Source: an optimization exercise on an open RTL-to-GDS flow (aim: small area, a short achievable clock period and few clock cycles). Production flows keep margins and buffers that such runs may drop. Only simulation tests tie the RTL to the original design; equivalence was not proved. Power is estimated from default activity; no workload was simulated.

### design/flow/flow/run.sh
#!/bin/bash
# Standard layout, except that the port buffers are buf_4 cells instead of
# the library's smallest (delay) buffer.
set -euo pipefail
export BUFFER_PORTS_ARGS="-buffer_cell sky130_fd_sc_hd__buf_4"
bash standard.sh > standard_flow.log 2>&1
### design/flow/standard.sh
#!/bin/bash
# synth_recipe.tcl (not shown) runs the flow's synth.tcl, then flattens the netlist and writes it again
# the make line also repeats each setting of config.mk as NAME=value (left out here)
make -C /OpenROAD-flow-scripts/flow DESIGN_CONFIG=/design/flow/config.mk WORK_HOME=/design/flow/orfs CLKGATE_MAP_FILE= SYNTH_SCRIPT=/design/flow/synth_recipe.tcl "${@:-finish}"
### design/flow/config.mk
export PLATFORM = sky130hd
export DESIGN_NAME = maze_router
export DESIGN_NICKNAME = maze_router
export VERILOG_FILES = /design/flow/design.v
export SDC_FILE = /design/flow/constraint.sdc
export NUM_CORES = 4
export LEC_CHECK = 0
export CAP_MARGIN = 20
export CORE_MARGIN = 2
export CORE_UTILIZATION = 50
export CTS_BUF_LIST = sky130_fd_sc_hd__clkbuf_8
export CTS_CLUSTER_SIZE = 30
export PLACE_DENSITY = 0.65
export SETUP_SLACK_MARGIN = 3.95
export SLEW_MARGIN = 20
### design/flow/constraint.sdc
create_clock -name core_clock -period 6.5 [get_ports {clk}]
set_input_delay 1.3000 -clock core_clock [delete_from_list [all_inputs] [get_ports {clk}]]
set_output_delay 1.3000 -clock core_clock [all_outputs]
set_load 0.01 [all_outputs]
### design/flow/design.v
`timescale 1ns/10ps
module maze_router (
reset		,
start		,
clk         ,
address     ,
data_in     ,
data_out    ,
cs          ,
we          ,
D);
input        reset;
input        start;
input        clk;
input  [7:0] data_in;
output       cs;
output       we;
output [7:0] data_out;
output [7:0] address;
output       D;
reg       cs, we, D;
reg [7:0] address;
reg       do_a, do_b;                
assign data_out = {do_a, do_a, do_a, do_b, do_a, do_a, do_a, do_b};
localparam [1:0] ST_FREE = 2'b00, ST_BLK = 2'b01, ST_R0 = 2'b10;
localparam [3:0] S_IDLE  = 4'd0,
                 S_SCAN  = 4'd1,    
                 S_DRAIN = 4'd2,    
                 S_BFS   = 4'd3,    
                 S_TRACE = 4'd4,    
                 S_CLR   = 4'd5,    
                 S_SRC2  = 4'd6,    
                 S_GO2   = 4'd7,    
                 S_FIN   = 4'd8,    
                 S_DONE  = 4'd9;
reg [3:0] state;
reg       net2;
reg [7:0] s1a, t1a, s2a, t2a;       
reg [7:0] wv;                        
reg [3:0] sw;                        
reg       drain;
reg       pS1, pT2;                  
reg       pm;                        
reg [7:0] cur;                       
reg [5:0] cmask;                     
reg [2:0] dir;                       
reg [7:0] naddr;                     
reg [7:0] laddr;                     
reg [2:0] ldir;
reg       lval;                      
reg [3:0] lq1, lq0;                  
wire      ls1 = lq1[laddr[7:6]];     
wire      ls0 = lq0[laddr[7:6]];
reg [7:0] a1;
reg       v1;
wire [255:0] st1, st0;
reg  [7:0] dx, dy;                   
reg  [3:0] dz;                       
reg        g1, g0;
reg        bfs_en, clr;
genvar n;
generate
for (n = 0; n < 256; n = n + 1) begin : g_cell
	wire nbr = ((n % 8) != 0 ? st1[(n % 8) != 0 ? n - 1 : n] : 1'b0)
	         | ((n % 8) != 7 ? st1[(n % 8) != 7 ? n + 1 : n] : 1'b0)
	         | (((n / 8) % 8) != 0 ? st1[((n / 8) % 8) != 0 ? n - 8 : n] : 1'b0)
	         | (((n / 8) % 8) != 7 ? st1[((n / 8) % 8) != 7 ? n + 8 : n] : 1'b0)
	         | ((n / 64) != 0 ? st1[(n / 64) != 0 ? n - 64 : n] : 1'b0)
	         | ((n / 64) != 3 ? st1[(n / 64) != 3 ? n + 64 : n] : 1'b0);
	if (n >= 128 && n < 132) begin : g_pin
		assign st1[n] = 1'b0;
		assign st0[n] = 1'b1;
	end else begin : g_map
		reg  q1, q0;
		wire sel = dx[n % 8] & dy[(n / 8) % 8] & dz[n / 64];
		wire en  = sel | (clr & q1) | (bfs_en & nbr & ~q1 & ~q0);
		always @(posedge clk)
			if (en) begin
				q1 <= g1;
				q0 <= g0;
			end
		assign st1[n] = q1;
		assign st0[n] = q0;
	end
end
endgenerate
function [5:0] validdirs;
	input [7:0] c;
	validdirs = {c[7:6] != 2'd3, c[7:6] != 2'd0,
	             c[5:3] != 3'd7, c[5:3] != 3'd0,
	             c[2:0] != 3'd7, c[2:0] != 3'd0};
endfunction
function [2:0] firstdir;
	input [5:0] m;
	firstdir = m[0] ? 3'd0 : m[1] ? 3'd1 : m[2] ? 3'd2 :
	           m[3] ? 3'd3 : m[4] ? 3'd4 : m[5] ? 3'd5 : 3'd6;
endfunction
function [5:0] after;
	input [2:0] d;
	case (d)
		3'd0: after = 6'b111110;
		3'd1: after = 6'b111100;
		3'd2: after = 6'b111000;
		3'd3: after = 6'b110000;
		3'd4: after = 6'b100000;
		default: after = 6'b000000;
	endcase
endfunction
function [7:0] nb;
	input [7:0] c;
	input [2:0] d;
	reg [2:0] xm, xp, ym, yp;
	reg [1:0] zm, zp;
	begin
		xm = {c[2] ^ ~(c[1] | c[0]), c[1] ~^ c[0], ~c[0]};
		xp = {c[2] ^ (c[1] & c[0]), c[1] ^ c[0], ~c[0]};
		ym = {c[5] ^ ~(c[4] | c[3]), c[4] ~^ c[3], ~c[3]};
		yp = {c[5] ^ (c[4] & c[3]), c[4] ^ c[3], ~c[3]};
		zm = {c[7] ~^ c[6], ~c[6]};
		zp = {c[7] ^ c[6], ~c[6]};
		case (d)
			3'd0: nb = {c[7:3], xm};
			3'd1: nb = {c[7:3], xp};
			3'd2: nb = {c[7:6], ym, c[2:0]};
			3'd3: nb = {c[7:6], yp, c[2:0]};
			3'd4: nb = {zm, c[5:0]};
			default: nb = {zp, c[5:0]};
		endcase
	end
endfunction
function [5:0] backdir;
	input [2:0] d;
	case (d)
		3'd0: backdir = 6'b000010;
		3'd1: backdir = 6'b000001;
		3'd2: backdir = 6'b001000;
		3'd3: backdir = 6'b000100;
		3'd4: backdir = 6'b100000;
		default: backdir = 6'b010000;
	endcase
endfunction
wire       found  = (state == S_TRACE) && lval && ls1 && (ls0 == wv[1]);
wire [5:0] fmask  = validdirs(laddr) & ~backdir(ldir);
wire [2:0] fdir   = firstdir(fmask);
wire [7:0] fnaddr = nb(laddr, fdir);
wire [5:0] nmask  = cmask & after(dir);
wire [2:0] ndir   = firstdir(nmask);
wire [7:0] nnaddr = nb(cur, ndir);
wire [2:0] tdir   = firstdir(validdirs(cur));
reg [7:0] swa;
always @* begin
	case (sw[2:0])
		3'd0: swa = 8'd128;
		3'd1: swa = 8'd129;
		3'd2: swa = 8'd130;
		3'd3: swa = 8'd131;
		3'd4: swa = s1a;
		3'd5: swa = t1a;
		3'd6: swa = s2a;
		default: swa = t2a;
	endcase
end
wire sw_go = drain && !sw[3] && !found;
reg       nw_en;
reg [7:0] nw_addr;
reg [1:0] nw_val;
reg       n_bfs, n_clr;
always @(posedge clk) begin
	a1 <= address;
	v1 <= (state == S_SCAN);
	pm    <= 1'b0;
	lq1   <= {st1[{2'd3, naddr[5:0]}], st1[{2'd2, naddr[5:0]}], st1[{2'd1, naddr[5:0]}], st1[{2'd0, naddr[5:0]}]};
	lq0   <= {st0[{2'd3, naddr[5:0]}], st0[{2'd2, naddr[5:0]}], st0[{2'd1, naddr[5:0]}], st0[{2'd0, naddr[5:0]}]};
	laddr <= naddr;
	ldir  <= dir;
	lval  <= 1'b0;
	nw_en   = 1'b0;
	nw_addr = laddr;
	nw_val  = ST_BLK;
	n_bfs   = 1'b0;
	n_clr   = 1'b0;
	address <= swa;
	do_a    <= (sw[2] == 1'b0);
	do_b    <= (sw[2] == 1'b0) || (sw[1] == 1'b1);
	D       <= 1'b0;
	begin
		cs <= 1'b0;
		we <= 1'b0;
		if (v1) begin
			nw_en   = 1'b1;
			nw_addr = a1;
			if (a1[7:2] == 6'b100000)           nw_val = ST_BLK;
			else if (a1 == s1a)                 nw_val = ST_R0;
			else if (a1 == t1a)                 nw_val = ST_FREE;
			else if (a1 == s2a || a1 == t2a)    nw_val = ST_BLK;
			else if (data_in == 8'hEE)          nw_val = ST_FREE;
			else                                nw_val = ST_BLK;
			if (a1 == 8'd128) s1a <= data_in;
			if (a1 == 8'd129) t1a <= data_in;
			if (a1 == 8'd130) s2a <= data_in;
			if (a1 == 8'd131) t2a <= data_in;
		end
		if (sw_go) begin
			cs      <= 1'b1;
			we      <= 1'b1;
			sw      <= sw + 4'd1;
		end
		case (state)
			S_IDLE: begin
				net2  <= 1'b0;
				drain <= 1'b0;
				sw    <= 4'd0;
				if (start) begin
					state   <= S_SCAN;
					cs      <= 1'b1;
					address <= 8'd128;
				end
			end
			S_SCAN: begin
				cs      <= 1'b1;
				address <= address + 8'd1;
				if (address == 8'd127) begin
					cs    <= 1'b0;
					state <= S_DRAIN;
				end
			end
			S_DRAIN: begin
				drain <= 1'b1;
				cur   <= t1a;
				naddr <= t1a;
				if (!v1) begin
					state <= S_BFS;
					n_bfs = 1'b1;
					wv    <= 8'd1;
				end
			end
			S_BFS: begin
				wv    <= wv + 8'd1;
				naddr <= nb(cur, tdir);
				dir   <= tdir;
				cmask <= validdirs(cur);
				if (ls1 && wv != 8'd1) begin
					wv <= wv - 8'd3;      
					if (!net2) begin
						nw_en   = 1'b1;
						nw_addr = t1a;
						nw_val  = ST_BLK;
						pS1 <= 1'b1;
						pT2 <= 1'b1;
					end
					if (wv == 8'd3) state <= net2 ? S_FIN : S_CLR;
					else            state <= S_TRACE;
				end else if (wv == 8'd255) begin
					state <= S_FIN;
				end else begin
					n_bfs = 1'b1;
					naddr <= cur;
				end
			end
			S_TRACE: begin
				if (pm) begin
					nw_en   = 1'b1;
					nw_addr = cur;
					nw_val  = ST_BLK;
				end else if (pS1) begin
					nw_en   = 1'b1;
					nw_addr = s1a;
					nw_val  = ST_BLK;
					pS1 <= 1'b0;
				end else if (pT2) begin
					nw_en   = 1'b1;
					nw_addr = t2a;
					nw_val  = ST_FREE;
					pT2 <= 1'b0;
				end
				if (found) begin
					cs      <= 1'b1;
					we      <= 1'b1;
					address <= laddr;
					do_a    <= 1'b0;
					do_b    <= net2;
					pm      <= 1'b1;
					cur     <= laddr;
					cmask   <= fmask;
					naddr   <= fnaddr;
					dir     <= fdir;
					lval    <= 1'b0;
					wv      <= wv - 8'd1;
					if (wv == 8'd1) state <= net2 ? S_FIN : S_CLR;
				end else begin
					lval  <= (dir != 3'd6);
					naddr <= nnaddr;
					dir   <= ndir;
				end
			end
			S_CLR: begin
				if (pm) begin
					nw_en   = 1'b1;
					nw_addr = cur;
					nw_val  = ST_BLK;
				end else if (pS1) begin
					nw_en   = 1'b1;
					nw_addr = s1a;
					nw_val  = ST_BLK;
					pS1 <= 1'b0;
				end else if (pT2) begin
					nw_en   = 1'b1;
					nw_addr = t2a;
					nw_val  = ST_FREE;
					pT2 <= 1'b0;
				end else begin
					n_clr = 1'b1;
					state <= S_SRC2;
				end
			end
			S_SRC2: begin
				nw_en   = 1'b1;
				nw_addr = s2a;
				nw_val  = ST_R0;
				net2  <= 1'b1;
				cur   <= t2a;
				naddr <= t2a;
				wv    <= 8'd1;
				state <= S_GO2;
			end
			S_GO2: begin
				n_bfs = 1'b1;
				state <= S_BFS;
			end
			S_FIN: begin
				if (sw[3]) begin
					D     <= 1'b1;
					state <= S_DONE;
				end
			end
			S_DONE: begin
				D <= 1'b1;
			end
			default: state <= S_IDLE;
		endcase
	end
	bfs_en <= n_bfs;
	clr    <= n_clr;
	dx     <= 8'd1 << nw_addr[2:0];
	dy     <= 8'd1 << nw_addr[5:3];
	dz     <= nw_en ? (4'd1 << nw_addr[7:6]) : 4'd0;
	if (n_bfs)      {g1, g0} <= {1'b1, state == S_BFS ? wv[1] ^ wv[0] : 1'b0};
	else if (n_clr) {g1, g0} <= ST_FREE;
	else            {g1, g0} <= nw_val;
	if (reset) begin
		state  <= S_IDLE;
		D      <= 1'b0;
		cs     <= 1'b0;
		we     <= 1'b0;
		drain  <= 1'b0;
		v1     <= 1'b0;
		bfs_en <= 1'b0;
		clr    <= 1'b0;
	end
end
endmodule
==> results.sh, run 1 <==
export IMPL_status="no timing/DRC/antenna violations"
export IMPL_cp_arrival_ns=3.19
export IMPL_die_area_sq_mm=0.0718
export IMPL_postSynth_topFlopCell="sky130_fd_sc_hd__edfxtp_1"
export IMPL_timing_critical_path_cells="buf_6 > buf_12 > buf_16 > mux4_2 > mux4_2 > mux4_2"
export IMPL_fin_ws_ns=3.89
export IMPL_cp_slowest_stage_delay_ns=0.61
export IMPL_timing_reg2reg_setup_slack_ns=3.89
export IMPL_nFillCells=5698
export IMPL_timing_final_max_slew_violations=0
export IMPL_final_min_clock_period_ns=2.61
export IMPL_worst_setup_path_start_kind="register"
export IMPL_internal_power_mw=8.00
export IMPL_final_area_sq_mm=0.0387
export IMPL_dr_total_vias=29100
export IMPL_report_final_setup_viol=0
export IMPL_cp_slowest_cell="sky130_fd_sc_hd__mux4_2"
export IMPL_fp_coreArea_sq_mm=0.0688
export IMPL_clock_insertion_delay_worst_skew_ns=0.75
export IMPL_pin_count=30
export IMPL_min_delay_worst_endpoint="laddr[7]"
export IMPL_p_sw_mw=4.33
export IMPL_dpl_instance_area_sq_mm=0.0354
export IMPL_dpl_hpwl_um=76000
export IMPL_clk_root_buf="sky130_fd_sc_hd__clkbuf_8"
export IMPL_syn_cell_area_sq_mm=0.0348
export IMPL_maximum_number_of_pins_on_one_net_before_global_route_repair=173
export IMPL_setup_tns_final_ns=0
export IMPL_tightest_slew_ns=1.06
export IMPL_tritoncts_clock_tree="built"
export IMPL_worst_endpoint_required_ns=7.08
export IMPL_yosysUniqueCellTypes=83
export IMPL_global_route_usage_total_pct=34.0
export IMPL_holdCritStartpoint="naddr[7]"
export IMPL_synthCells=2915
export IMPL_finClkSkew_ns=0.0552
export IMPL_path_buf_inv=3
export IMPL_clock_sink_count=647
export IMPL_wl_per_cell_um=32.3
export IMPL_synth_area_per_cell_sq_um=11.9
export IMPL_h_tree_lvl_count=3
export IMPL_num_nets_final=2920
export IMPL_p_per_area_mw_per_mm2=319
export IMPL_synth_edff_count=571
export IMPL_antenna_violating_nets_post_route=0
export IMPL_power_frac_seq_pct=46.4
export IMPL_clkPwrFrac_pct=27.6
export IMPL_maxSlewHeadroom_pct=29.2
export IMPL_rows=96
export IMPL_rr_startpoint="naddr[0]"
export IMPL_netSwitchingFraction_pct=35.1
export IMPL_async_reset_ff_share_pct=0
export IMPL_synth_area_leader_cell="sky130_fd_sc_hd__edfxtp_1"
export IMPL_ir_drop_mv=0.206
export IMPL_vias_per_cell=7.46
export IMPL_min_path_type="reg -> reg"
export IMPL_finalWirelength_um=126000
export IMPL_regToRegEndpoint="lq0[3]"
export IMPL_grt_pass1_vias=27900
export IMPL_synth_seq_cells=647
export IMPL_p_leak_nw=12.4
export IMPL_synth_warning_count=1
export IMPL_hold_path_depth=0
export IMPL_number_of_buffers_created_by_cts=110
export IMPL_drt_pass1_iter_count=9
export IMPL_worst_setup_path_end_kind="register"
export IMPL_detailedRoute_firstIterationViolations=4452
export IMPL_die_height_um=268
export IMPL_gp_congestion=0.946
export IMPL_dieWidth_um=268
export IMPL_leading_cell_type_by_number_of_instances_after_synthesis="sky130_fd_sc_hd__edfxtp_1"
export IMPL_drive_gt1_share_pct=18.3
export IMPL_cts_buffer_depth=3
export IMPL_path_clk_slew_ns=0.06
export IMPL_critPathMaxFanout=5
export IMPL_setup_repair_after_global_routing_missed_its_margin="yes"
export IMPL_initial_utilization_pct=50.6
export IMPL_detail_route_drc_violations=0
export IMPL_cp_top_family="multiplexers"
export IMPL_synthTopCellsByCount="sky130_fd_sc_hd__edfxtp_1 (571), sky130_fd_sc_hd__nor2_1 (234), sky130_fd_sc_hd__clkbuf_1 (224)"
export IMPL_path_class="reg -> reg"
export IMPL_worst_path_most_repeated_cell="sky130_fd_sc_hd__mux4_2"
export IMPL_max_freq_mhz=384
export IMPL_dp_worst_setup_slack_ns=2.65
export IMPL_antenna_found_initial=4
export IMPL_pwr_share_comb_pct=26.0
export IMPL_fin_crit_sh_pct=40.1
export IMPL_placement_io_buffers=29
export IMPL_final_hold_viol_count=0
export IMPL_cells_on_worst_reg2reg_path=6
export IMPL_yosysTopAreaCellShare_pct=49.2
export IMPL_drv_max_cap_violation_count=0
export IMPL_synth_nets=2952
export IMPL_ys_seq_area_share_pct=53.6
export IMPL_gr_total_overflow=0
export IMPL_layout_area_overhead_vs_synth_pct=11.0
export IMPL_synth_top_cells_by_area="sky130_fd_sc_hd__edfxtp_1 (49%), sky130_fd_sc_hd__mux4_2 (11%), sky130_fd_sc_hd__dfxtp_1 (4.4%)"
export IMPL_first_pass_grt_wire_length_um=184000
stage by stage:
| step | std cells | utilization [%] | hold WS, ns | power [mW] |
|---|---|---|---|---|
| after floorplan | 2915 | - | 0.323 | 7.36 |
| after global routing | 3903 | 56.2 | 0.363 | 12.7 |
| after global placement | 3635 | 51.5 | 0.327 | 8.48 |
| after detailed placement | 3635 | 51.5 | 0.330 | 8.51 |
| after CTS | 3860 | 55.1 | 0.343 | 12.0 |
| final | 3903 | 56.2 | 0.344 | 12.3 |
cell families after synthesis:
| logic type | count (synthesis) | synth area share, % |
|---|---|---|
| and+or+nand+nor | 970 | 13.7 |
| adders and majority gates | 26 | 0.934 |
| DFF | 647 | 53.6 |
| muxes | 197 | 11.7 |
| xor gates and xnor gates | 52 | 1.31 |
| AOI/OAI and AO/OA | 708 | 15.2 |
| buffers and inverters | 315 | 3.60 |
power groups by stage:
stage	registers, mW	clock network (mW)	logic (mW)
CTS	5.72	3.42	2.88
global route	5.74	3.60	3.32
detailed placement	5.81	0	2.70
floorplan	5.57	0	1.79
finish	5.72	3.41	3.21
global placement	5.80	0	2.68
routing by layer:
| metal | track usage, % | wire, um | vias up |
|---|---|---|---|
| met5 | 0 | 27 | - |
| met4 | 15.0 | 6190 | 4 |
| li1 | - | - | 11900 |
| met2 | 51.8 | 56700 | 2451 |
| met1 | 46.4 | 46200 | 14300 |
| met3 | 8.49 | 16800 | 453 |
cell type report:
| class | count | area, sq um | area share [%] |
|---|---|---|---|
| Antenna cell | 1 | 2.50 | 0.00647 |
| Clock buffer | 118 | 1620 | 4.20 |
| Clock inverter | 82 | 353 | 0.913 |
| Inverter | 40 | 163 | 0.421 |
| Multi-Input combinational cell | 1954 | 15100 | 39.1 |
| Sequential cell | 647 | 18700 | 48.5 |
| Tap cell | 931 | 1160 | 3.01 |
| Timing Repair Buffer | 130 | 1510 | 3.90 |
sequential cells by signal, summed over array words and instances (netlist names), 3 cells and up:
| name | count |
|---|---|
| ldir | 3 |
| lq1 | 4 |
| sw | 4 |
| naddr | 8 |
| dy | 8 |
| address | 8 |
| s1a | 8 |
| lq0 | 4 |
| wv | 8 |
| cmask | 5 |
| state | 4 |
| g_cell.g_map.q1 | 252 |
| cur | 8 |
| t2a | 8 |
| s2a | 8 |
| laddr | 8 |
| t1a | 8 |
| dx | 8 |
| g_cell.g_map.q0 | 252 |
| dir | 3 |
| a1 | 8 |
| dz | 4 |
worst max-delay path by stage:
stage / startpoint / to / slack [ns] / cells after the start
2_1_floorplan: wv[3] / naddr[4] / 3.97 / 9
3_3_place_gp: state[2] / sw[3] / 2.73 / 7
3_5_place_dp: state[2] / sw[3] / 2.65 / 7
4_1_cts: do_a / data_out[3] / 3.89 / 1
5_1_grt: naddr[0] / lq1[2] / 3.89 / 6
6_report: naddr[0] / lq0[3] / 3.89 / 6
placed cells by master, fill, tap and decap left out, types with 67 or more instances in the layout:
cell type                   instances
sky130_fd_sc_hd__o21ai_0          112
sky130_fd_sc_hd__a32oi_1          109
sky130_fd_sc_hd__a2111oi_0         67
sky130_fd_sc_hd__a21oi_1          130
sky130_fd_sc_hd__nor4_1           210
sky130_fd_sc_hd__edfxtp_1         571
sky130_fd_sc_hd__clkbuf_8         118
sky130_fd_sc_hd__nand2_1          210
sky130_fd_sc_hd__nor2_1           234
sky130_fd_sc_hd__buf_4             87
sky130_fd_sc_hd__mux4_2           166
sky130_fd_sc_hd__nor3_1            78
sky130_fd_sc_hd__nand3_1          117
sky130_fd_sc_hd__inv_1             71
what timing repair did:
action,CTS,global route
hold buffers,0,0
gates cloned,5,14
setup endpoints to repair,194,194
buffers inserted,20,27
gates resized for setup,86,35
pin swaps,6,13
Testbench counts, summed over its fixed seeds: cycles 25,669.
==> run 2, diff against run 1 <==
--- a/design/flow/config.mk
+++ b/design/flow/config.mk
@@ -9,6 +9,6 @@
 export CORE_MARGIN = 2
-export CORE_UTILIZATION = 50
+export CORE_UTILIZATION = 40
 export CTS_BUF_LIST = sky130_fd_sc_hd__clkbuf_8
 export CTS_CLUSTER_SIZE = 30
-export PLACE_DENSITY = 0.65
+export PLACE_DENSITY = 0.6
 export SETUP_SLACK_MARGIN = 3.95
==> run 2 against run 1 <==
Net effect:
- clock skew increased by 0.016 ns
- critical path type unchanged
- power increased by 2.0%
- cell count increased by 6.0%
- sequential cell count unchanged
- routed wire length increased by 1.8%
- via count about the same
- still clean
==> results.sh, run 2 <==
export IMPL_final_hold_viol_count=0
export IMPL_timing_critical_path_cells="buf_6 > buf_12 > buf_12 > buf_12 > buf_16 > mux4_2 > mux4_2 > mux4_2"
export IMPL_async_reset_ff_share_pct=0
export IMPL_drive_gt1_share_pct=19.0
export IMPL_cts_hold_fix_buffers=0
export IMPL_ir_drop_mv=0.250
export IMPL_reg_top3="g_cell.g_map.q0 (252), g_cell.g_map.q1 (252)"
export IMPL_gp_congestion=0.929
export IMPL_cp_top_family="multiplexers"
export IMPL_worst_setup_path_start_kind="register"
export IMPL_timing_reg2reg_setup_slack_ns=3.88
export IMPL_grt_pass1_vias=28200
export IMPL_synth_area_leader_cell="sky130_fd_sc_hd__edfxtp_1"
export IMPL_worst_setup_path_end_kind="register"
export IMPL_tritoncts_clock_tree="built"
export IMPL_maximum_number_of_pins_on_one_net_before_global_route_repair=191
export IMPL_setup_repair_after_global_routing_missed_its_margin="yes"
export IMPL_detail_route_drc_violations=0
export IMPL_layout_cells_most_common="sky130_fd_sc_hd__edfxtp_1"
export IMPL_dpl_hpwl_um=77600
export IMPL_critPathMaxFanout=6
export IMPL_synth_edff_count=571
export IMPL_maxSlewHeadroom_pct=28.1
export IMPL_mostFrequentLayoutCells="sky130_fd_sc_hd__edfxtp_1 (571), sky130_fd_sc_hd__nor2_1 (233), sky130_fd_sc_hd__nor4_1 (209)"
export IMPL_cp_slowest_stage_delay_ns=0.53
export IMPL_vias_per_cell=7.04
export IMPL_drv_max_cap_violation_count=0
export IMPL_finClkSkew_ns=0.0708
export IMPL_first_pass_grt_wire_length_um=190000
export IMPL_die_height_um=299
export IMPL_timing_critical_path_to="lq0[2]"
export IMPL_wl_per_cell_um=31.0
export IMPL_leading_cell_type_by_number_of_instances_after_synthesis="sky130_fd_sc_hd__edfxtp_1"
export IMPL_p_leak_nw=12.5
export IMPL_synth_nets=2952
export IMPL_num_nets_final=2921
export IMPL_postSynth_topFlopCell="sky130_fd_sc_hd__edfxtp_1"
export IMPL_max_freq_mhz=382
export IMPL_placement_io_buffers=29
export IMPL_detailedRoute_firstIterationViolations=4315
export IMPL_path_clk_slew_ns=0.06
export IMPL_report_final_setup_viol=0
export IMPL_worstSetupPathDepth=8
export IMPL_sequential_cell_area_sq_mm=0.0187
export IMPL_drt_pass1_iter_count=8
export IMPL_min_path_type="reg -> reg"
export IMPL_antenna_violating_nets_post_route=0
export IMPL_timing_final_max_slew_violations=0
export IMPL_area_of_combinational_cells_with_multiple_inputs_sq_mm=0.0152
export IMPL_clk_root_buf="sky130_fd_sc_hd__clkbuf_8"
export IMPL_synthCells=2915
export IMPL_gr_total_overflow=0
export IMPL_dr_total_vias=29100
export IMPL_rr_startpoint="naddr[0]"
export IMPL_h_tree_lvl_count=3
export IMPL_status="no timing/DRC/antenna violations"
export IMPL_synth_top_cells_by_area="sky130_fd_sc_hd__edfxtp_1 (49%), sky130_fd_sc_hd__mux4_2 (11%), sky130_fd_sc_hd__dfxtp_1 (4.4%)"
export IMPL_synth_warning_count=1
export IMPL_clock_insertion_delay_worst_skew_ns=0.81
export IMPL_layout_area_overhead_vs_synth_pct=12.4
export IMPL_synth_area_per_cell_sq_um=11.9
export IMPL_finalWirelength_um=128000
export IMPL_number_of_buffers_created_by_cts=114
export IMPL_tightest_slew_ns=1.08
export IMPL_initial_utilization_pct=40.3
export IMPL_synth_seq_cells=647
export IMPL_syn_cell_area_sq_mm=0.0348
export IMPL_totalPowerFinal_mw=12.6
export IMPL_die_area_sq_mm=0.0894
export IMPL_global_route_usage_total_pct=28.0
export IMPL_final_min_clock_period_ns=2.62
export IMPL_cts_buffer_depth=3
export IMPL_regToRegEndpoint="lq0[2]"
export IMPL_finalCoreUtilization_pct=45.3
export IMPL_cp_arrival_ns=3.26
export IMPL_ys_seq_area_share_pct=53.6
export IMPL_path_class="reg -> reg"
export IMPL_fp_coreArea_sq_mm=0.0865
export IMPL_worst_endpoint_required_ns=7.14
export IMPL_clock_sink_count=647
export IMPL_antenna_found_initial=3
export IMPL_fin_crit_sh_pct=40.3
export IMPL_rows=108
export IMPL_setup_tns_final_ns=0
export IMPL_p_per_area_mw_per_mm2=321
export IMPL_yosysTopAreaCellShare_pct=49.2
export IMPL_dieWidth_um=299
export IMPL_cells_on_worst_reg2reg_path=8
export IMPL_synthTopCellsByCount="sky130_fd_sc_hd__edfxtp_1 (571), sky130_fd_sc_hd__nor2_1 (234), sky130_fd_sc_hd__clkbuf_1 (224)"
export IMPL_nFillCells=7952
export IMPL_cp_slowest_cell="sky130_fd_sc_hd__mux4_2"
export IMPL_path_buf_inv=5
export IMPL_pin_count=30
export IMPL_yosysUniqueCellTypes=83
export IMPL_critical_path_startpoint="naddr[0]"
-- run 2: cell counts after synthesis --
Identical to the previous run, type by type.
-- run 2: routing by layer --
metal | track usage [%] | part of all wire (%)
met1 | 37.6 | 38
met2 | 43.3 | 46
met4 | 13.1 | 5.2
met3 | 6.12 | 11
met5 | 0 | 0.010
-- run 2: what timing repair did --
item	CTS	global route
pin swaps	5	11
cloned	11	2
setup endpoints to repair	319	99
buffers inserted	36	17
gates resized for setup	109	39
-- run 2: kinds of logic after synthesis --
| logic type | share of synthesized area [%] |
|---|---|
| AND/OR/NAND/NOR | 13.7 |
| buffers and inverters | 3.60 |
| adder cells (fa/ha/maj) | 0.934 |
| AO/OA/AOI/OAI | 15.2 |
| flip-flops | 53.6 |
| multiplexers | 11.7 |
| XOR/XNOR | 1.31 |
-- run 2: worst min path at each step --
stage / depth (start not counted) / slack, ns / startpoint / end
2_1_floorplan: 0 / 0.32 / naddr[6] / laddr[6]
3_3_place_gp: 0 / 0.33 / naddr[6] / laddr[6]
3_5_place_dp: 0 / 0.33 / naddr[6] / laddr[6]
4_1_cts: 0 / 0.32 / naddr[6] / laddr[6]
5_1_grt: 0 / 0.34 / naddr[6] / laddr[6]
6_report: 0 / 0.33 / naddr[6] / laddr[6]
-- run 2: final cells by class --
class | instances | area share (%)
clock buffers | 123 | 4.33
inverters | 40 | 0.416
well taps | 1155 | 3.69
flip-flops and latches | 647 | 47.9
multi-input cells | 1955 | 38.8
clock inverters | 89 | 1.17
repair buffers | 126 | 3.66
diodes | 3 | 0.0192
-- run 2: stage by stage --
step	hold WS, ns	std cells	setup slack [ns]	instance area (sq um)
after floorplan	0.323	2915	3.97	34800
after global placement	0.332	3856	2.70	35700
after detailed placement	0.328	3856	2.57	35700
after CTS	0.319	4115	3.86	38800
after global routing	0.340	4136	3.83	39100
final	0.330	4138	3.88	39100
-- run 2: report_power, final --
group / switching, mW / internal [mW] / total [mW] / leakage [nW]
Sequential: 0.586 / 5.17 / 5.75 / 5.76
Clock: 1.80 / 1.83 / 3.63 / 1.25
Combinational: 2.02 / 1.18 / 3.19 / 5.47
==> run 3, diff against run 2 <==
--- a/design/flow/config.mk
+++ b/design/flow/config.mk
@@ -9,6 +9,6 @@
 export CORE_MARGIN = 2
-export CORE_UTILIZATION = 40
-export CTS_BUF_LIST = sky130_fd_sc_hd__clkbuf_8
-export CTS_CLUSTER_SIZE = 30
-export PLACE_DENSITY = 0.6
+export CORE_UTILIZATION = 50
+export CTS_BUF_LIST = sky130_fd_sc_hd__clkbuf_4 sky130_fd_sc_hd__clkbuf_8
+export CTS_CLUSTER_SIZE = 20
+export PLACE_DENSITY = 0.65
 export SETUP_SLACK_MARGIN = 3.95
==> run 3 against run 2 <==
Net effect:
- still clean on timing, DRC and antenna
- die area shrank 20%
- register-to-register slack is essentially flat
- critical path depth shrank 2
- non-clock buffer count shrank 10
- via count shrank 0.67%
- routed wire length shrank 2.5%
- sequential power shrank 0.7%
- sequential cell count is the same
- synthesized cell count is the same
- combinational power shrank 1%
- worst setup slack lost 0.0087 ns
- power shrank 0.72%
- largest power group unchanged
==> results.sh, run 3 <==
export IMPL_cp_slowest_stage_delay_ns=0.58
export IMPL_layout_area_overhead_vs_synth_pct=10.9
export IMPL_synth_top_cells_by_area="sky130_fd_sc_hd__edfxtp_1 (49%), sky130_fd_sc_hd__mux4_2 (11%), sky130_fd_sc_hd__dfxtp_1 (4.4%)"
export IMPL_rows=96
export IMPL_detailedRoute_firstIterationViolations=4410
export IMPL_gr_total_overflow=0
export IMPL_clkPwrFrac_pct=29.0
export IMPL_dp_worst_setup_slack_ns=2.65
export IMPL_clock_sink_count=647
export IMPL_wl_per_cell_um=32.1
export IMPL_finalWirelength_um=125000
export IMPL_antenna_found_initial=3
export IMPL_die_area_sq_mm=0.0718
export IMPL_synth_nets=2952
export IMPL_final_area_sq_mm=0.0386
export IMPL_power_frac_seq_pct=45.8
export IMPL_ys_seq_area_share_pct=53.6
export IMPL_maxSlewHeadroom_pct=23.8
export IMPL_synthCells=2915
export IMPL_yosysUniqueCellTypes=83
export IMPL_timing_final_max_slew_violations=0
export IMPL_ir_drop_mv=0.204
export IMPL_synth_area_per_cell_sq_um=11.9
export IMPL_setup_tns_final_ns=0
export IMPL_p_per_area_mw_per_mm2=323
export IMPL_min_path_type="reg -> reg"
export IMPL_worst_path_most_repeated_cell="sky130_fd_sc_hd__mux4_2"
export IMPL_clock_insertion_delay_worst_skew_ns=0.75
export IMPL_placement_io_buffers=29
export IMPL_max_freq_mhz=381
export IMPL_reg_top3="g_cell.g_map.q0 (252), g_cell.g_map.q1 (252)"
export IMPL_num_nets_final=2906
export IMPL_tritoncts_clock_tree="built"
export IMPL_number_of_buffers_created_by_cts=110
export IMPL_detail_route_drc_violations=0
export IMPL_synth_edff_count=571
export IMPL_first_pass_grt_wire_length_um=184000
export IMPL_die_height_um=268
export IMPL_dpl_hpwl_um=76000
export IMPL_global_route_usage_met1_pct=46.1
export IMPL_pwr_share_comb_pct=25.2
export IMPL_clk_root_buf="sky130_fd_sc_hd__clkbuf_8"
export IMPL_synth_seq_cells=647
export IMPL_postSynth_topFlopCell="sky130_fd_sc_hd__edfxtp_1"
export IMPL_status="no timing/DRC/antenna violations"
export IMPL_global_route_usage_total_pct=34.0
export IMPL_fp_coreArea_sq_mm=0.0688
export IMPL_path_buf_inv=3
export IMPL_dieWidth_um=268
export IMPL_fin_ws_ns=3.87
export IMPL_grt_pass1_vias=27900
export IMPL_setup_repair_after_global_routing_missed_its_margin="yes"
export IMPL_syn_cell_area_sq_mm=0.0348
export IMPL_dr_total_vias=28900
export IMPL_groute_layer_met2_usage_pct=52.1
export IMPL_synth_area_leader_cell="sky130_fd_sc_hd__edfxtp_1"
export IMPL_dpl_instance_area_sq_mm=0.0354
export IMPL_p_leak_nw=12.3
export IMPL_worst_endpoint_required_ns=7.08
export IMPL_report_final_setup_viol=0
export IMPL_internal_power_mw=8.17
export IMPL_worst_setup_path_start_kind="register"
export IMPL_initial_utilization_pct=50.6
export IMPL_cp_slowest_cell="sky130_fd_sc_hd__mux4_2"
export IMPL_path_clk_slew_ns=0.06
export IMPL_synth_warning_count=1
export IMPL_cp_arrival_ns=3.21
export IMPL_tightest_slew_ns=1.14
export IMPL_critPathMaxFanout=5
export IMPL_synthTopCellsByCount="sky130_fd_sc_hd__edfxtp_1 (571), sky130_fd_sc_hd__nor2_1 (234), sky130_fd_sc_hd__clkbuf_1 (224)"
export IMPL_drive_gt1_share_pct=19.1
export IMPL_h_tree_lvl_count=3
export IMPL_grt_met3_use_pct=8.65
export IMPL_worst_setup_path_end_kind="register"
export IMPL_final_min_clock_period_ns=2.63
export IMPL_yosysTopAreaCellShare_pct=49.2
export IMPL_cts_buffer_depth=3
export IMPL_path_class="reg -> reg"
export IMPL_nFillCells=5695
export IMPL_async_reset_ff_share_pct=0
export IMPL_cp_top_family="multiplexers"
export IMPL_timing_critical_path_cells="buf_6 > buf_12 > clkbuf_16 > mux4_2 > mux4_2 > mux4_2"
export IMPL_drt_pass1_iter_count=8
export IMPL_netSwitchingFraction_pct=34.5
export IMPL_grt_busiest_layer="met2"
export IMPL_fin_worst_hold_slack_ns=0.345
export IMPL_maximum_number_of_pins_on_one_net_before_global_route_repair=173
export IMPL_vias_per_cell=7.44
export IMPL_mostFrequentLayoutCells="sky130_fd_sc_hd__edfxtp_1 (571), sky130_fd_sc_hd__nor2_1 (234), sky130_fd_sc_hd__nand2_1 (209), sky130_fd_sc_hd__nor4_1 (209), sky130_fd_sc_hd__mux4_2 (166)"
export IMPL_final_hold_viol_count=0
export IMPL_p_sw_mw=4.31
export IMPL_layout_cells_most_common="sky130_fd_sc_hd__edfxtp_1"
export IMPL_antenna_violating_nets_post_route=0
export IMPL_leading_cell_type_by_number_of_instances_after_synthesis="sky130_fd_sc_hd__edfxtp_1"
export IMPL_fin_crit_sh_pct=40.4
export IMPL_gp_congestion=0.946
export IMPL_drv_max_cap_violation_count=0
export IMPL_pin_count=30
export IMPL_finClkSkew_ns=0.0619
-- run 3: cell count changes in the layout (fill, tap and decap cells not counted), sizes merged --
cell	delta
inv	-39
and3	-1
clkbuf	+30
diode	-1
buf	-14
clkinv	+1
bufinv	-1
-- run 3: area by class of cell --
cell class / count / area, sq um / share of cell area [%]
clock inverters: 50 / 258 / 0.668
diodes: 2 / 5.00 / 0.0130
well taps: 931 / 1160 / 3.02
clock buffers: 149 / 1860 / 4.81
flip-flops and latches: 647 / 18700 / 48.5
repair buffers: 116 / 1300 / 3.36
multi-input cells: 1954 / 15100 / 39.2
inverters: 40 / 163 / 0.421
-- run 3: final timing paths --
check,endpoint,start,depth (start not counted),slack [ns]
max,lq0[3],naddr[0],6,3.87
min,laddr[7],naddr[7],0,0.35
max reg2reg,lq0[3],naddr[0],6,3.87
min reg2reg,laddr[7],naddr[7],0,0.35
-- run 3: logic make-up (layout without fill, tap and decap cells) --
group	Yosys count	in the layout	share of synthesized area (%)
flops	647	647	53.6
xor+xnor	52	52	1.31
mux	197	197	11.7
simple gates	970	971	13.7
buf+inv	315	355	3.60
other cells	0	2	0
fa+ha+maj	26	26	0.934
compound gates	708	708	15.2
-- run 3: power by group through the flow --
| stage | Sequential [mW] | Combinational (mW) | Clock, mW |
|---|---|---|---|
| 2_1_floorplan | 5.57 | 1.79 | 0 |
| 3_3_place_gp | 5.80 | 2.68 | 0 |
| 3_5_place_dp | 5.81 | 2.70 | 0 |
| 4_1_cts | 5.72 | 2.88 | 3.65 |
| 5_1_grt | 5.74 | 3.26 | 3.81 |
| 6_report | 5.71 | 3.15 | 3.62 |
-- run 3: per-layer routing --
layer  vias up  routed length (um)
met5         -                  25
met4         4                5710
met3       408               16200
met2      2433               56700
met1     14200               46400
li1      11800                   -
-- run 3: what timing repair did --
item / 4_1_cts / 5_1_grt
endpoints found under the setup margin: 191 / 182
gates resized for setup: 84 / 29
pin swaps: 6 / 10
gates cloned: 5 / 7
hold buffers: 0 / 0
setup buffers: 20 / 20
-- run 3: stage by stage --
stage,total power [mW],utilization (%),std cells
2_1_floorplan,7.36,-,2915
6_report,12.5,56.1,3889
4_1_cts,12.2,55.3,3859
3_3_place_gp,8.48,51.5,3635
3_5_place_dp,8.51,51.5,3635
5_1_grt,12.8,56.1,3888
==> run 4, diff against run 3 <==
--- a/design/flow/design.v
+++ b/design/flow/design.v
@@ -169,3 +169,3 @@
 	a1 <= address;
-	v1 <= (state == S_SCAN);
+	v1 <= (state == S_SCAN) || (state == S_IDLE && start);
 	pm    <= 1'b0;
@@ -209,9 +209,10 @@
 			S_IDLE: begin
-				net2  <= 1'b0;
-				drain <= 1'b0;
-				sw    <= 4'd0;
+				net2    <= 1'b0;
+				drain   <= 1'b0;
+				sw      <= 4'd0;
+				cs      <= 1'b1;
+				address <= 8'd128;
 				if (start) begin
 					state   <= S_SCAN;
-					cs      <= 1'b1;
-					address <= 8'd128;
+					address <= 8'd129;
 				end
@@ -350,6 +351,7 @@
 	if (reset) begin
-		state  <= S_IDLE;
-		D      <= 1'b0;
-		cs     <= 1'b0;
-		we     <= 1'b0;
+		state   <= S_IDLE;
+		D       <= 1'b0;
+		cs      <= 1'b1;              
+		we      <= 1'b0;
+		address <= 8'd128;
 		drain  <= 1'b0;
--- a/design/flow/config.mk
+++ b/design/flow/config.mk
@@ -10,4 +10,5 @@
 export CORE_UTILIZATION = 50
-export CTS_BUF_LIST = sky130_fd_sc_hd__clkbuf_4 sky130_fd_sc_hd__clkbuf_8
-export CTS_CLUSTER_SIZE = 20
+export CTS_BUF_LIST = sky130_fd_sc_hd__clkbuf_16
+export CTS_CLUSTER_DIAMETER = 90
+export CTS_CLUSTER_SIZE = 30
 export PLACE_DENSITY = 0.65
==> run 4 against run 3 <==
Net effect:
- worst setup slack better by 0.10 ns
- largest cell class unchanged
- sequential share of layout area grew 1.5 points
- hold slack got worse by 0.0083 ns
- power increased by 9.2%
- utilization decreased by 2.4 points
- still clean
- critical path type unchanged
- global-route usage rose by 0.39 points
- sequential cell count unchanged
==> results.sh, run 4 <==
export IMPL_clkPwrFrac_pct=18.2
export IMPL_detailedRoute_firstIterationViolations=4785
export IMPL_synthCells=2925
export IMPL_die_height_um=269
export IMPL_setup_repair_after_global_routing_missed_its_margin="yes"
export IMPL_drt_pass1_iter_count=8
export IMPL_postSynth_topFlopCell="sky130_fd_sc_hd__edfxtp_1"
export IMPL_placement_io_buffers=29
export IMPL_antenna_found_initial=2
export IMPL_worst_endpoint_required_ns=6.89
export IMPL_critPathMaxFanout=5
export IMPL_ys_seq_area_share_pct=53.3
export IMPL_status="no timing/DRC/antenna violations"
export IMPL_fp_coreArea_sq_mm=0.0697
export IMPL_timing_final_max_slew_violations=0
export IMPL_cp_arrival_ns=2.92
export IMPL_timing_reg2reg_setup_slack_ns=3.97
export IMPL_h_tree_lvl_count=1
export IMPL_finalWirelength_um=126000
export IMPL_synth_area_leader_cell="sky130_fd_sc_hd__edfxtp_1"
export IMPL_die_area_sq_mm=0.0722
export IMPL_clk_root_buf="sky130_fd_sc_hd__clkbuf_16"
export IMPL_final_min_clock_period_ns=2.53
export IMPL_synth_edff_count=571
export IMPL_leading_cell_type_by_number_of_instances_after_synthesis="sky130_fd_sc_hd__edfxtp_1"
export IMPL_power_frac_seq_pct=44.8
export IMPL_regToRegEndpoint="naddr[4]"
export IMPL_async_reset_ff_share_pct=0
export IMPL_finClkSkew_ns=0.0381
export IMPL_netSwitchingFraction_pct=39.6
export IMPL_path_clk_slew_ns=0.11
export IMPL_vias_per_cell=7.69
export IMPL_wl_per_cell_um=33.6
export IMPL_tritoncts_clock_tree="built"
export IMPL_p_per_area_mw_per_mm2=365
export IMPL_mostFrequentLayoutCells="sky130_fd_sc_hd__edfxtp_1 (571), sky130_fd_sc_hd__nor4_1 (273), sky130_fd_sc_hd__nor2_1 (202)"
export IMPL_dr_total_vias=28800
export IMPL_pwr_share_comb_pct=37.0
export IMPL_clock_insertion_delay_worst_skew_ns=0.66
export IMPL_reg_top3="g_cell.g_map.q0 (252), g_cell.g_map.q1 (252)"
export IMPL_maxSlewHeadroom_pct=23.0
export IMPL_rr_startpoint="cur[3]"
export IMPL_synth_area_per_cell_sq_um=12.0
export IMPL_maximum_number_of_pins_on_one_net_before_global_route_repair=115
export IMPL_cts_buffer_depth=3
export IMPL_gr_total_overflow=0
export IMPL_layout_cells_most_common="sky130_fd_sc_hd__edfxtp_1"
export IMPL_pin_count=30
export IMPL_ir_drop_mv=0.292
export IMPL_timing_critical_path_to="naddr[4]"
export IMPL_grt_pass1_vias=27500
export IMPL_antenna_violating_nets_post_route=0
export IMPL_synth_seq_cells=647
export IMPL_yosysTopAreaCellShare_pct=48.9
export IMPL_p_leak_nw=11.4
export IMPL_final_hold_viol_count=0
export IMPL_max_freq_mhz=396
export IMPL_min_path_type="reg -> reg"
export IMPL_cells_on_worst_reg2reg_path=8
export IMPL_drv_max_cap_violation_count=0
export IMPL_dieWidth_um=269
export IMPL_initial_utilization_pct=50.3
export IMPL_critical_path_startpoint="cur[3]"
export IMPL_path_class="reg -> reg"
export IMPL_report_final_setup_viol=0
export IMPL_global_route_usage_total_pct=34.4
export IMPL_synth_warning_count=1
export IMPL_num_nets_final=2817
export IMPL_number_of_buffers_created_by_cts=30
export IMPL_setup_tns_final_ns=0
export IMPL_worst_setup_path_end_kind="register"
export IMPL_rows=97
export IMPL_synth_nets=2962
export IMPL_first_pass_grt_wire_length_um=187000
export IMPL_syn_cell_area_sq_mm=0.0350
export IMPL_fin_crit_sh_pct=38.9
export IMPL_cts_hold_fix_buffers=0
export IMPL_drive_gt1_share_pct=15.6
export IMPL_clock_sink_count=647
export IMPL_worst_setup_path_start_kind="register"
export IMPL_nFillCells=5921
export IMPL_synthTopCellsByCount="sky130_fd_sc_hd__edfxtp_1 (571), sky130_fd_sc_hd__nor4_1 (274), sky130_fd_sc_hd__clkbuf_1 (223)"
export IMPL_synth_top_cells_by_area="sky130_fd_sc_hd__edfxtp_1 (49%), sky130_fd_sc_hd__mux4_2 (10%), sky130_fd_sc_hd__nor4_1 (4.9%)"
export IMPL_internal_power_mw=8.23
export IMPL_detail_route_drc_violations=0
export IMPL_dpl_hpwl_um=78300
export IMPL_finalCoreUtilization_pct=53.7
export IMPL_tightest_slew_ns=1.15
export IMPL_gp_congestion=0.930
export IMPL_yosysUniqueCellTypes=89
export IMPL_layout_area_overhead_vs_synth_pct=6.70
export IMPL_p_sw_mw=5.40
[run 4: cell count changes after synthesis, moves of 14 or more]
| cell | previous run | this run |
|---|---|---|
| sky130_fd_sc_hd__a32oi_1 | 109 | 95 |
| sky130_fd_sc_hd__nor2_1 | 234 | 202 |
| sky130_fd_sc_hd__buf_1 | 26 | 6 |
| sky130_fd_sc_hd__nand2_1 | 213 | 185 |
| sky130_fd_sc_hd__nor4_1 | 210 | 274 |
| sky130_fd_sc_hd__a2111oi_0 | 68 | 53 |
| sky130_fd_sc_hd__buf_2 | 13 | 27 |
| sky130_fd_sc_hd__o21ai_0 | 116 | 97 |
| sky130_fd_sc_hd__xnor2_1 | 24 | 40 |
[run 4: repair_timing]
action / in CTS / in global routing
setup buffers: 14 / 12
endpoints found under the setup margin: 295 / 188
cloned: 5 / 0
gates resized for setup: 44 / 37
pin swaps: 5 / 5
[run 4: worst max-delay path: stages, from the launching register on]
cell and delay, ns:
sky130_fd_sc_hd__edfxtp_1 0.54, sky130_fd_sc_hd__inv_1 0.15, sky130_fd_sc_hd__ha_1 0.22, sky130_fd_sc_hd__ha_1 0.30, sky130_fd_sc_hd__o221ai_4 0.30, sky130_fd_sc_hd__xnor2_1 0.16, sky130_fd_sc_hd__nor2_1 0.08, sky130_fd_sc_hd__a222oi_1 0.36
sky130_fd_sc_hd__o2111ai_1 0.15
[run 4: kinds of logic after synthesis]
group | synth area share [%]
AO/OA/AOI/OAI | 14.9
AND/OR/NAND/NOR | 14.7
buffers and inverters | 3.63
XOR/XNOR | 1.42
flip-flops | 53.3
multiplexers | 11.1
adder cells (fa/ha/maj) | 0.929
[run 4: final cells by class]
cell class              instances  area (sq um)  share of cell area (%)
diodes                          1          2.50                 0.00669
inverters                      33           133                   0.355
clock buffers                  33           826                    2.21
repair buffers                 97           960                    2.57
multi-input cells            1971         15300                    41.0
flip-flops and latches        647         18700                    50.0
clock inverters                22           235                   0.629
well taps                     940          1180                    3.15
[run 4: how the worst min path moves through the flow]
stage	end	cells past startpoint	start	slack, ns
after global routing	laddr[7]	0	naddr[7]	0.34
after CTS	laddr[7]	0	naddr[7]	0.34
final	laddr[7]	0	naddr[7]	0.34
after detailed placement	laddr[7]	0	naddr[7]	0.33
after global placement	laddr[7]	0	naddr[7]	0.33
after floorplan	laddr[6]	0	naddr[6]	0.32
[run 4: stage by stage]
step / cell area, sq um / instances / setup WS (ns) / power [mW] / hold slack, ns
after floorplan: 35000 / 2925 / 4.05 / 9.01 / 0.323
after global placement: 35600 / 3657 / 3.06 / 10.7 / 0.333
after detailed placement: 35600 / 3657 / 2.95 / 10.7 / 0.328
after CTS: 37200 / 3731 / 3.93 / 13.4 / 0.340
after global routing: 37400 / 3743 / 3.85 / 14.0 / 0.338
final: 37400 / 3744 / 3.97 / 13.6 / 0.337
[run 4: power by group through the flow]
stage	Combinational, mW	Clock, mW	Sequential [mW]
floorplan	3.18	0	5.83
global placement	4.51	0	6.16
detailed placement	4.54	0	6.15
CTS	4.82	2.49	6.07
global route	5.26	2.62	6.14
finish	5.04	2.49	6.11
[run 4: layer usage]
metal  global-route usage [%]  wire (um)
met1                     47.2      46100
met2                     53.6      57400
met3                     6.59      15400
met4                     15.3       6860
met5                        0         13
Testbench counts of run 4, summed over its fixed seeds: cycles 25,589.
==> run 5, diff against run 4 <==
--- a/design/flow/config.mk
+++ b/design/flow/config.mk
@@ -11,4 +11,4 @@
 export CTS_BUF_LIST = sky130_fd_sc_hd__clkbuf_16
-export CTS_CLUSTER_DIAMETER = 90
-export CTS_CLUSTER_SIZE = 30
+export CTS_CLUSTER_DIAMETER = 110
+export CTS_CLUSTER_SIZE = 24
 export PLACE_DENSITY = 0.65
==> run 5 against run 4 <==
Net effect:
- sequential share of layout area increased by 0.22 points
- area after synthesis unchanged
- largest power group unchanged
- synthesized cell count unchanged
- first-iteration DRC count is 0.88% higher
- sequential power about the same
- utilization down 0.23 points
- still clean
- global-route usage hardly changed
- hold slack better by 0.020 ns
- sequential cell count unchanged
- worst setup slack improved by 0.00061 ns
- clock power fell by 9.2%
- via count barely moved
==> results.sh, run 5 <==
export IMPL_status="no timing/DRC/antenna violations"
export IMPL_worst_setup_path_start_kind="register"
export IMPL_nFillCells=5934
export IMPL_maxSlewHeadroom_pct=24.9
export IMPL_syn_cell_area_sq_mm=0.0350
export IMPL_synth_top_cells_by_area="sky130_fd_sc_hd__edfxtp_1 (49%), sky130_fd_sc_hd__mux4_2 (10%), sky130_fd_sc_hd__nor4_1 (4.9%)"
export IMPL_p_per_area_mw_per_mm2=360
export IMPL_finalWirelength_um=126000
export IMPL_dr_total_vias=28800
export IMPL_final_hold_viol_count=0
export IMPL_async_reset_ff_share_pct=0
export IMPL_drv_max_cap_violation_count=0
export IMPL_initial_utilization_pct=50.3
export IMPL_gp_congestion=0.930
export IMPL_sequential_cell_area_sq_mm=0.0187
export IMPL_fp_coreArea_sq_mm=0.0697
export IMPL_timing_final_max_slew_violations=0
export IMPL_synth_edff_count=571
export IMPL_synth_area_leader_cell="sky130_fd_sc_hd__edfxtp_1"
export IMPL_area_of_combinational_cells_with_multiple_inputs_sq_mm=0.0153
export IMPL_cts_hold_fix_buffers=0
export IMPL_cp_arrival_ns=3.07
export IMPL_tritoncts_clock_tree="built"
export IMPL_h_tree_lvl_count=1
export IMPL_synth_area_per_cell_sq_um=12.0
export IMPL_antenna_violating_nets_post_route=0
export IMPL_worst_endpoint_required_ns=7.04
export IMPL_antenna_found_initial=2
export IMPL_cts_buffer_depth=3
export IMPL_placement_io_buffers=29
export IMPL_detail_route_drc_violations=0
export IMPL_global_route_usage_total_pct=34.4
export IMPL_setup_repair_after_global_routing_missed_its_margin="yes"
export IMPL_report_final_setup_viol=0
export IMPL_path_clk_slew_ns=0.10
export IMPL_layout_cells_most_common="sky130_fd_sc_hd__edfxtp_1"
export IMPL_yosysUniqueCellTypes=89
export IMPL_hold_path_depth=0
export IMPL_p_leak_nw=11.4
export IMPL_number_of_buffers_created_by_cts=31
export IMPL_tightest_slew_ns=1.13
export IMPL_dieWidth_um=269
export IMPL_gr_total_overflow=0
export IMPL_final_area_sq_mm=0.0372
export IMPL_clk_root_buf="sky130_fd_sc_hd__clkbuf_16"
export IMPL_synth_nets=2962
export IMPL_die_area_sq_mm=0.0722
export IMPL_path_class="reg -> reg"
export IMPL_vias_per_cell=7.66
export IMPL_finClkSkew_ns=0.0204
export IMPL_grt_pass1_vias=27500
export IMPL_synth_warning_count=1
export IMPL_worst_setup_path_end_kind="register"
export IMPL_ir_drop_mv=0.248
export IMPL_ys_seq_area_share_pct=53.3
export IMPL_dpl_instance_area_sq_mm=0.0356
export IMPL_maximum_number_of_pins_on_one_net_before_global_route_repair=115
export IMPL_clock_insertion_delay_worst_skew_ns=0.66
export IMPL_max_freq_mhz=396
export IMPL_die_height_um=269
export IMPL_leading_cell_type_by_number_of_instances_after_synthesis="sky130_fd_sc_hd__edfxtp_1"
export IMPL_critPathMaxFanout=13
export IMPL_setup_tns_final_ns=0
export IMPL_postSynth_topFlopCell="sky130_fd_sc_hd__edfxtp_1"
export IMPL_cells_on_worst_reg2reg_path=6
export IMPL_synth_seq_cells=647
export IMPL_regToRegEndpoint="lq1[2]"
export IMPL_wl_per_cell_um=33.5
export IMPL_totalPowerFinal_mw=13.4
export IMPL_clock_sink_count=647
export IMPL_pin_count=30
export IMPL_reg_top3="g_cell.g_map.q0 (252), g_cell.g_map.q1 (252)"
export IMPL_fin_ws_ns=3.97
export IMPL_holdCritStartpoint="naddr[7]"
export IMPL_dp_worst_setup_slack_ns=2.95
export IMPL_min_path_type="reg -> reg"
export IMPL_dpl_hpwl_um=78300
export IMPL_mostFrequentLayoutCells="sky130_fd_sc_hd__edfxtp_1 (571), sky130_fd_sc_hd__nor4_1 (274), sky130_fd_sc_hd__nor2_1 (202)"
export IMPL_final_min_clock_period_ns=2.53
export IMPL_drt_pass1_iter_count=8
export IMPL_fin_crit_sh_pct=38.9
export IMPL_min_delay_worst_endpoint="laddr[7]"
export IMPL_synthCells=2925
export IMPL_layout_area_overhead_vs_synth_pct=6.25
export IMPL_yosysTopAreaCellShare_pct=48.9
export IMPL_first_pass_grt_wire_length_um=187000
export IMPL_rows=97
export IMPL_detailedRoute_firstIterationViolations=4827
export IMPL_num_nets_final=2826
export IMPL_drive_gt1_share_pct=15.1
export IMPL_rr_startpoint="naddr[0]"
export IMPL_timing_reg2reg_setup_slack_ns=3.97
export IMPL_synthTopCellsByCount="sky130_fd_sc_hd__edfxtp_1 (571), sky130_fd_sc_hd__nor4_1 (274), sky130_fd_sc_hd__clkbuf_1 (223)"
run 5: changes by cell type in the layout (fill, tap and decap cells not counted), sizes merged:
cell | previous run | this run
clkbuf | 33 | 32
bufinv | 1 | 0
buf | 96 | 103
clkinv | 8 | 3
inv | 46 | 56
run 5: what timing repair did:
action	CTS	global route
setup endpoints to repair	301	181
gates resized for setup	47	29
buffers inserted	14	20
hold endpoints to repair	0	0
pin swaps	4	5
cloned	4	1
run 5: final cells by class:
class                      count  area share [%]
sequential                   647            50.3
clock buffer                  31            2.08
timing repair buffer         105            2.68
tap                          940            3.16
antenna                        1         0.00672
multi-input combinational   1971            41.1
clock inverter                26           0.316
inverter                      33           0.356
run 5: worst max-delay path by stage:
stage	startpoint	to	slack, ns	cells past startpoint
after detailed placement	state[1]	cur[2]	2.95	4
after global placement	state[1]	cur[2]	3.06	4
after CTS	wv[1]	g0	3.93	8
final	naddr[0]	lq1[2]	3.97	6
after global routing	state[1]	state[0]	3.86	6
after floorplan	g0	g_cell[0].g_map.q0	4.05	0
run 5: cell families after synthesis:
family / synth area share [%]
AND/OR/NAND/NOR: 14.7
AO/OA/AOI/OAI: 14.9
flip-flops: 53.3
buffers and inverters: 3.63
multiplexers: 11.1
XOR/XNOR: 1.42
adder cells (fa/ha/maj): 0.929
run 5: stage by stage:
step	std cells	hold slack, ns	utilization (%)
floorplan	2925	0.323	-
global placement	3657	0.333	51.1
detailed placement	3657	0.328	51.1
CTS	3732	0.350	53.0
global route	3753	0.357	53.4
finish	3754	0.357	53.4
run 5: report_power, final:
group	total [mW]	internal, mW	switching [mW]
Sequential	6.10	5.33	0.769
Clock	2.26	0.880	1.38
Combinational	5.03	1.87	3.16
run 5: layer usage:
metal	wire length, um	track usage [%]
met5	13	0
met4	6780	16.2
met3	15400	6.83
met2	57300	53.3
met1	46300	47.0
run 5: worst max-delay path, cell delays in order, from the launching register on:
cell                       delay, ns
sky130_fd_sc_hd__edfxtp_1       0.48
sky130_fd_sc_hd__buf_12         0.23
sky130_fd_sc_hd__buf_16         0.21
sky130_fd_sc_hd__mux4_2         0.51
sky130_fd_sc_hd__mux4_2         0.58
sky130_fd_sc_hd__a22oi_1        0.25
sky130_fd_sc_hd__o21ai_1        0.12
==> run 6, diff against run 5 <==
--- a/design/flow/config.mk
+++ b/design/flow/config.mk
@@ -14,3 +14,3 @@
 export PLACE_DENSITY = 0.65
-export SETUP_SLACK_MARGIN = 3.95
+export SETUP_SLACK_MARGIN = 4.15
 export SLEW_MARGIN = 20
==> run 6 against run 5 <==
Net effect:
- critical path type unchanged
- maximum frequency shrank 0.39%
- utilization grew 2.2 points
- critical endpoint is now g0
- die area is the same
- worst setup slack lost 0.0098 ns
- synthesized cell count is the same
- still clean on timing, DRC and antenna
- first-iteration DRC count grew 0.25%
- non-clock buffer count grew 50
- largest power group unchanged
- sequential power grew 1%
- clock skew grew 0.029 ns
- sequential cell count is the same
==> results.sh, run 6 <==
export IMPL_leading_cell_type_by_number_of_instances_after_synthesis="sky130_fd_sc_hd__edfxtp_1"
export IMPL_rr_startpoint="wv[1]"
export IMPL_synth_nets=2962
export IMPL_synth_top_cells_by_area="sky130_fd_sc_hd__edfxtp_1 (49%), sky130_fd_sc_hd__mux4_2 (10%), sky130_fd_sc_hd__nor4_1 (4.9%)"
export IMPL_synth_area_leader_cell="sky130_fd_sc_hd__edfxtp_1"
export IMPL_placement_io_buffers=29
export IMPL_cts_buffer_depth=3
export IMPL_num_nets_final=2877
export IMPL_global_route_usage_met1_pct=47.9
export IMPL_nFillCells=5748
export IMPL_timing_final_max_slew_violations=0
export IMPL_grt_busiest_layer="met2"
export IMPL_synthTopCellsByCount="sky130_fd_sc_hd__edfxtp_1 (571), sky130_fd_sc_hd__nor4_1 (274), sky130_fd_sc_hd__clkbuf_1 (223)"
export IMPL_setup_repair_after_global_routing_missed_its_margin="yes"
export IMPL_final_hold_viol_count=0
export IMPL_gp_congestion=0.951
export IMPL_synth_area_per_cell_sq_um=12.0
export IMPL_maximum_number_of_pins_on_one_net_before_global_route_repair=221
export IMPL_hold_path_depth=0
export IMPL_ir_drop_mv=0.362
export IMPL_async_reset_ff_share_pct=0
export IMPL_yosysTopAreaCellShare_pct=48.9
export IMPL_h_tree_lvl_count=1
export IMPL_detailedRoute_firstIterationViolations=4839
export IMPL_max_freq_mhz=394
export IMPL_antenna_violating_nets_post_route=0
export IMPL_synth_warning_count=1
export IMPL_regToRegEndpoint="g0"
export IMPL_synth_edff_count=571
export IMPL_p_leak_nw=12.0
export IMPL_dpl_cell_count=3648
export IMPL_path_class="reg -> reg"
export IMPL_finalWirelength_um=131000
export IMPL_clock_sink_count=647
export IMPL_rows=97
export IMPL_ys_seq_area_share_pct=53.3
export IMPL_antenna_found_initial=2
export IMPL_groute_layer_met2_usage_pct=55.3
export IMPL_postSynth_topFlopCell="sky130_fd_sc_hd__edfxtp_1"
export IMPL_min_path_type="reg -> reg"
export IMPL_tritoncts_clock_tree="built"
export IMPL_dpl_hpwl_um=78300
export IMPL_worst_endpoint_required_ns=7.03
export IMPL_die_area_sq_mm=0.0722
export IMPL_wl_per_cell_um=34.5
export IMPL_yosysUniqueCellTypes=89
export IMPL_worst_setup_path_start_kind="register"
export IMPL_setup_tns_final_ns=0
export IMPL_reg_top3="g_cell.g_map.q0 (252), g_cell.g_map.q1 (252)"
export IMPL_global_route_usage_total_pct=35.7
export IMPL_vias_per_cell=7.75
export IMPL_die_height_um=269
export IMPL_detail_route_drc_violations=0
export IMPL_report_final_setup_viol=0
export IMPL_path_clk_slew_ns=0.11
export IMPL_p_per_area_mw_per_mm2=370
export IMPL_finClkSkew_ns=0.0496
export IMPL_timing_reg2reg_setup_slack_ns=3.96
export IMPL_syn_cell_area_sq_mm=0.0350
export IMPL_fp_coreArea_sq_mm=0.0697
export IMPL_first_pass_grt_wire_length_um=193000
export IMPL_fin_crit_sh_pct=39.0
export IMPL_gr_total_overflow=0
export IMPL_layout_cells_most_common="sky130_fd_sc_hd__edfxtp_1"
export IMPL_tightest_slew_ns=1.23
export IMPL_final_instance_count_excl_fill=3805
export IMPL_synthCells=2925
export IMPL_grt_pass1_vias=28500
export IMPL_totalPowerFinal_mw=14.3
export IMPL_cts_hold_fix_buffers=0
export IMPL_final_min_clock_period_ns=2.54
export IMPL_number_of_buffers_created_by_cts=31
export IMPL_clock_insertion_delay_worst_skew_ns=0.68
export IMPL_drive_gt1_share_pct=19.6
export IMPL_holdCritStartpoint="naddr[7]"
export IMPL_dieWidth_um=269
export IMPL_drv_max_cap_violation_count=0
export IMPL_mostFrequentLayoutCells="sky130_fd_sc_hd__edfxtp_1 (571), sky130_fd_sc_hd__nor4_1 (272), sky130_fd_sc_hd__nor2_1 (198)"
export IMPL_layout_area_overhead_vs_synth_pct=10.6
export IMPL_synth_seq_cells=647
export IMPL_finalCoreUtilization_pct=55.6
export IMPL_initial_utilization_pct=50.3
export IMPL_cp_arrival_ns=3.07
export IMPL_grt_met3_use_pct=7.60
export IMPL_min_delay_worst_endpoint="laddr[7]"
export IMPL_clk_root_buf="sky130_fd_sc_hd__clkbuf_16"
export IMPL_cells_on_worst_reg2reg_path=9
export IMPL_insertedDiodeCount=0
export IMPL_worst_setup_path_end_kind="register"
export IMPL_critPathMaxFanout=4
export IMPL_status="no timing/DRC/antenna violations"
export IMPL_drt_pass1_iter_count=8
export IMPL_dr_total_vias=29500
export IMPL_maxSlewHeadroom_pct=18.2
export IMPL_pin_count=30
==> run 6: cell counts after synthesis <==
No cell type changed its count.
==> run 6: cell families (layout without fill, tap and decap cells) <==
logic type | after synthesis | in the layout | synth area share, %
mux | 189 | 189 | 11.1
fa+ha+maj | 26 | 26 | 0.929
buf+inv | 307 | 246 | 3.63
simple gates | 1000 | 1000 | 14.7
compound gates | 700 | 701 | 14.9
flops | 647 | 647 | 53.3
xor+xnor | 56 | 56 | 1.42
==> run 6: worst max path at each step <==
stage               depth (start not counted)  slack (ns)  startpoint          end
floorplan                                   9        4.15       wv[1]        wv[5]
global placement                            6        3.10    state[1]        dz[1]
detailed placement                          4        3.10    state[1]       cur[6]
CTS                                         1        3.99        do_a  data_out[3]
global route                                9        3.90       wv[1]        wv[5]
finish                                      9        3.96       wv[1]           g0
==> run 6: metrics by stage <==
step / hold WS (ns) / setup WS, ns / cell area, sq um
after CTS: 0.372 / 3.99 / 38000
after global routing: 0.390 / 3.90 / 38700
after global placement: 0.349 / 3.10 / 35600
after detailed placement: 0.329 / 3.10 / 35700
final: 0.368 / 3.96 / 38700
after floorplan: 0.323 / 4.15 / 35100
==> run 6: cell type report <==
type	count	area, sq um	share of cell area (%)
Multi-Input combinational cell	1972	15900	41.0
Clock buffer	31	776	2.00
Clock inverter	27	131	0.339
Timing Repair Buffer	155	1890	4.87
Sequential cell	647	18800	48.4
Tap cell	940	1180	3.04
Inverter	33	134	0.346
==> run 6: metal layers <==
layer,part of all wire (%),vias up
met5,0.018,-
met4,6.0,4
met3,14,567
met2,45,2721
met1,35,14400
li1,-,11800
==> run 6: power by group <==
part	internal [mW]	switching [mW]
clock network	0.882	1.41
logic	2.37	3.50
registers	5.35	0.822
==> run 6: critical path, stage by stage (launching register included) <==
cell,delay (ns)
sky130_fd_sc_hd__edfxtp_1,0.43
sky130_fd_sc_hd__inv_2,0.10
sky130_fd_sc_hd__ha_4,0.12
sky130_fd_sc_hd__or4b_4,0.54
sky130_fd_sc_hd__o21ai_4,0.29
sky130_fd_sc_hd__buf_6,0.16
sky130_fd_sc_hd__a31oi_4,0.11
sky130_fd_sc_hd__or3_4,0.39
sky130_fd_sc_hd__a31oi_4,0.15
sky130_fd_sc_hd__nor2_1,0.10
==> run 6: timing repair <==
action,CTS,global route
resized for setup,151,86
buffers inserted,55,24
setup endpoints to repair,615,300
pin swaps,37,27
endpoints found under the hold margin,0,0
gates cloned,15,5

-- separate check: timing with driven ports --
The flow's constraints put no driver on any port. The routed layouts listed below were extracted and timed again, unchanged, in two steps.
Step 1 assumes that a clkbuf_16 drives the clock port and a buf_2 every other input.
Step 2 times the ports against the registers' clock, not the clock port: input delays grow and output delays shrink by t, the midpoint of the rising clock arrivals with the driver on.
a / b / c = ideal / step 1 / step 2; a / b = the first two.
run	t (ns)	setup slack, ns	hold slack, ns	worst slew at a driven data input, ns	cell pins on the clock port's net
run 1	0.781	3.893 / 3.865 / 3.867	0.344 / 0.344 / 0.344	0.03	1
run 2	0.834	3.881 / 3.871 / 3.881	0.330 / 0.330 / 0.330	0.05	1
run 3	0.779	3.872 / 3.864 / 3.872	0.345 / 0.345 / 0.345	0.04	1
run 4	0.709	3.973 / 3.927 / 3.830	0.337 / 0.337 / 0.337	0.05	1
run 5	0.713	3.973 / 3.917 / 3.831	0.357 / 0.357 / 0.357	0.05	1
run 6	0.718	3.964 / 3.916 / 3.773	0.368 / 0.368 / 0.368	0.06	1
After both steps every run listed still meets setup and hold. For run 6, which loses most, drivers alone change the setup slack by -0.048 ns; drivers and shift together by -0.191 ns.
